Background: an optimization exercise with open tools, aiming at small area. Do not read the settings as production practice.
At most, simulation tests tie the RTL to the original design; equivalence was not proved.
Power and IR drop assume default switching activity.

==> module mmu_l2tlb_plru_rd16, before the edit <==
module mmu_l2tlb_plru_rd16 (
    input  [47:0] states,   
    input  [15:0] sel,
    output [ 2:0] state
);
    wire [15:0] b2, b1, b0;
    genvar c;
    generate
        for (c = 0; c < 16; c = c + 1) begin : g_c
            assign b2[c] = states[3*c+2];
            assign b1[c] = states[3*c+1];
            assign b0[c] = states[3*c];
        end
    endgenerate
    assign state = {|(b2 & sel), |(b1 & sel), |(b0 & sel)};
endmodule
==> module mmu_l2tlb_replace, before the edit <==
module mmu_l2tlb_replace (
    input            rstn,
    input            clk,
    input      [1:0] i_update_en_2,
    input      [7:0] i_update_position_8,
    input      [3:0] i_update_way_4,
    input      [3:0] i_l21_valid_4,
    input      [3:0] i_l22_valid_4,
    input      [1:0] i_replace_en_2,
    input      [5:0] i_l21_replace_position_6,
    input      [7:0] i_l22_replace_position_8,
    output reg [3:0] o_replace_way_4
);
    localparam NR = 20;
    localparam NC = 16;
    reg valid;
    always @(posedge clk or negedge rstn) begin
        if (!rstn) valid <= 1'b0;
        else valid <= 1'b1;
    end
    wire upd22 = (i_update_en_2 == 2'b01);
    wire upd21 = (i_update_en_2 == 2'b10) && (i_update_position_8[7:6] == 2'b00);
    wire w3 = (i_update_way_4 == 4'b1000);
    wire w2 = (i_update_way_4 == 4'b0100);
    wire w1 = (i_update_way_4 == 4'b0010);
    wire w0 = (i_update_way_4 == 4'b0001);
    wire [NR-1:0] r_sel;
    wire [NR-1:0] rv_sel;
    wire [NC-1:0] c_hi, c1, c3, cv_lo, cv_hi;
    genvar gr, gc;
    generate
        for (gr = 0; gr < NR; gr = gr + 1) begin : g_row
            if (gr < 16) begin : g_l22
                assign r_sel[gr] = upd22 && (i_update_position_8[7:4] == gr);
            end else begin : g_l21
                assign r_sel[gr] = upd21 && (i_update_position_8[5:4] == gr - 16);
            end
            assign rv_sel[gr] = r_sel[gr] | ~valid;
        end
        for (gc = 0; gc < NC; gc = gc + 1) begin : g_col
            wire cm = (i_update_position_8[3:0] == gc);
            assign c_hi[gc]  = cm & (w3 | w2);
            assign c1[gc]    = cm & w1;
            assign c3[gc]    = cm & w3;
            assign cv_lo[gc] = (cm & (w1 | w0)) | ~valid;
            assign cv_hi[gc] = (cm & (w3 | w2)) | ~valid;
        end
    endgenerate
    wire [2:0] st[0:NR*NC-1];
    generate
        for (gr = 0; gr < NR; gr = gr + 1) begin : g_r
            for (gc = 0; gc < NC; gc = gc + 1) begin : g_c
                mmu_l2tlb_plru_4way plru (
                    .clk  (clk),
                    .r    (r_sel[gr]),
                    .rv   (rv_sel[gr]),
                    .c_hi (c_hi[gc]),
                    .c1   (c1[gc]),
                    .c3   (c3[gc]),
                    .cv_lo(cv_lo[gc]),
                    .cv_hi(cv_hi[gc]),
                    .state(st[gr*NC+gc])
                );
            end
        end
    endgenerate
    wire       rd21 = i_replace_en_2[1];
    wire [3:0] rd_col = rd21 ? i_l21_replace_position_6[3:0] : i_l22_replace_position_8[3:0];
    wire [3:0] vbits = rd21 ? i_l21_valid_4 : i_l22_valid_4;
    wire [NR-1:0] rd_row;
    wire [NC-1:0] rd_colsel;
    wire [NR-1:0] row_s2, row_s1, row_s0;
    generate
        for (gr = 0; gr < NR; gr = gr + 1) begin : g_rdrow
            if (gr < 16) begin : g_l22
                assign rd_row[gr] = valid & ~rd21 & (i_l22_replace_position_8[7:4] == gr);
            end else begin : g_l21
                assign rd_row[gr] = valid & rd21 & (i_l21_replace_position_6[5:4] == gr - 16);
            end
            wire [3*NC-1:0] row_states;
            for (gc = 0; gc < NC; gc = gc + 1) begin : g_rdcol
                assign row_states[3*gc+2:3*gc] = st[gr*NC+gc];
            end
            mmu_l2tlb_plru_rd16 rd (
                .states(row_states),
                .sel   (rd_colsel),
                .state ({row_s2[gr], row_s1[gr], row_s0[gr]})
            );
        end
        for (gc = 0; gc < NC; gc = gc + 1) begin : g_rdcolsel
            assign rd_colsel[gc] = (rd_col == gc);
        end
    endgenerate
    wire [2:0] s = {|(row_s2 & rd_row), |(row_s1 & rd_row), |(row_s0 & rd_row)};
    wire [1:0] idx = {s[1] ^ s[2], s[0]};
    always @(*) begin
        if (i_replace_en_2 == 2'b00) begin
            o_replace_way_4 = 4'b0000;
        end else if (!vbits[0]) begin
            o_replace_way_4 = 4'b0001;
        end else if (!vbits[1]) begin
            o_replace_way_4 = 4'b0010;
        end else if (!vbits[2]) begin
            o_replace_way_4 = 4'b0100;
        end else if (!vbits[3]) begin
            o_replace_way_4 = 4'b1000;
        end else begin
            o_replace_way_4 = 4'b0001 << idx;
        end
    end
endmodule
export LEC_CHECK = 0
export ABC_AREA = 0
export CAP_MARGIN = 20
export CORE_MARGIN = 2
export CORE_UTILIZATION = 55
export SLEW_MARGIN = 20
export SYNTH_HIERARCHICAL = 1
export SYNTH_MINIMUM_KEEP_SIZE = 0
create_clock -name core_clock -period 14.0 [get_ports {clk}]
run.sh (not shown) runs the stock make flow with config.mk's settings and CLKGATE_MAP_FILE= SYNTH_SCRIPT=/design/flow/synth_recipe.tcl, a recipe that flattens the netlist after the stock synthesis.
==> next run, changes <==
--- a/flow/design.v
+++ b/flow/design.v
@@ -16,25 +16,38 @@
         state[2] <= (state[2] & k_lo) | (r & c_hi);
         state[1] <= (state[1] & k_lo) | (r & c1);
         state[0] <= (state[0] & k_hi) | (r & c3);
     end
 endmodule
-module mmu_l2tlb_plru_rd16 (
+module mmu_l2tlb_plru_rd3 (
+    input  [8:0] states,   
+    input  [2:0] sel,
+    output [2:0] state_n
+);
+    assign state_n = ~((states[8:6] & {3{sel[2]}}) |
+                       (states[5:3] & {3{sel[1]}}) |
+                       (states[2:0] & {3{sel[0]}}));
+endmodule
+module mmu_l2tlb_plru_rdrow (
     input  [47:0] states,   
     input  [15:0] sel,
+    input         row_sel,
     output [ 2:0] state
 );
-    wire [15:0] b2, b1, b0;
-    genvar c;
+    wire [2:0] g_n[0:4];
+    genvar g;
     generate
-        for (c = 0; c < 16; c = c + 1) begin : g_c
-            assign b2[c] = states[3*c+2];
-            assign b1[c] = states[3*c+1];
-            assign b0[c] = states[3*c];
+        for (g = 0; g < 5; g = g + 1) begin : g_grp
+            mmu_l2tlb_plru_rd3 rd (
+                .states (states[9*g+8:9*g]),
+                .sel    (sel[3*g+2:3*g]),
+                .state_n(g_n[g])
+            );
         end
     endgenerate
-    assign state = {|(b2 & sel), |(b1 & sel), |(b0 & sel)};
+    assign state = {3{row_sel}} & (~g_n[0] | ~g_n[1] | ~g_n[2] | ~g_n[3] | ~g_n[4] |
+                                   (states[47:45] & {3{sel[15]}}));
 endmodule
 `timescale 1ns / 1ps
 module mmu_l2tlb_replace (
     input            rstn,
     input            clk,
@@ -104,11 +117,11 @@
     wire       rd21 = i_replace_en_2[1];
     wire [3:0] rd_col = rd21 ? i_l21_replace_position_6[3:0] : i_l22_replace_position_8[3:0];
     wire [3:0] vbits = rd21 ? i_l21_valid_4 : i_l22_valid_4;
     wire [NR-1:0] rd_row;
     wire [NC-1:0] rd_colsel;
-    wire [NR-1:0] row_s2, row_s1, row_s0;
+    wire [2:0] row_st[0:NR-1];
     generate
         for (gr = 0; gr < NR; gr = gr + 1) begin : g_rdrow
             if (gr < 16) begin : g_l22
                 assign rd_row[gr] = valid & ~rd21 & (i_l22_replace_position_8[7:4] == gr);
             end else begin : g_l21
@@ -116,21 +129,27 @@
             end
             wire [3*NC-1:0] row_states;
             for (gc = 0; gc < NC; gc = gc + 1) begin : g_rdcol
                 assign row_states[3*gc+2:3*gc] = st[gr*NC+gc];
             end
-            mmu_l2tlb_plru_rd16 rd (
-                .states(row_states),
-                .sel   (rd_colsel),
-                .state ({row_s2[gr], row_s1[gr], row_s0[gr]})
+            mmu_l2tlb_plru_rdrow rd (
+                .states (row_states),
+                .sel    (rd_colsel),
+                .row_sel(rd_row[gr]),
+                .state  (row_st[gr])
             );
         end
         for (gc = 0; gc < NC; gc = gc + 1) begin : g_rdcolsel
             assign rd_colsel[gc] = (rd_col == gc);
         end
     endgenerate
-    wire [2:0] s = {|(row_s2 & rd_row), |(row_s1 & rd_row), |(row_s0 & rd_row)};
+    reg [2:0] s;
+    integer i;
+    always @(*) begin
+        s = 3'b000;
+        for (i = 0; i < NR; i = i + 1) s = s | row_st[i];
+    end
     wire [1:0] idx = {s[1] ^ s[2], s[0]};
     always @(*) begin
         if (i_replace_en_2 == 2'b00) begin
             o_replace_way_4 = 4'b0000;
         end else if (!vbits[0]) begin
Outcome:
- non-clock buffer count drops by 16
- cell area came out lower by about 2%
- fmax goes down by about 4%
- routed wire length decreases by 5.5%
- hold slack stays flat
- final cell count goes down by about 2%
- first-iteration DRC count climbs by about 30%
- setup slack loses 0.46 ns
- sequential share of layout area came out higher by 0.95 points
- sequential power stays flat
- total power rises by 0.62%
- count of clock-buffer cells in the layout came out higher by 3
For the first run of this note, only the layout was checked, not whether the RTL still works.

==> separate check: timing with driven ports <==
How much do the figures lean on ideal ports? The routed layouts below were timed once more, with nothing changed but the port constraints.
Step 1, drivers: a clkbuf_16 drives clk and a buf_2 each remaining input, both assumed.
Step 2, shift: input delay + t, output delay - t, t = (earliest + latest rising clock arrival at the registers) / 2. This alone moves slack from input paths to output paths.
Three values: ideal ports, drivers, drivers and shift; two values: the first two.
run | shift t [ns] | setup WS [ns] | clock arrival spread, ns
the first run | 0.745 | 2.337 / 2.308 / 2.308 | 0.029 / 0.030
the second run | 0.722 | 1.879 / 1.852 / 1.852 | 0.029 / 0.030
After both steps every run listed still meets setup and hold. For the first run, which loses most, drivers alone change the setup slack by -0.029 ns; drivers and shift together by -0.029 ns.
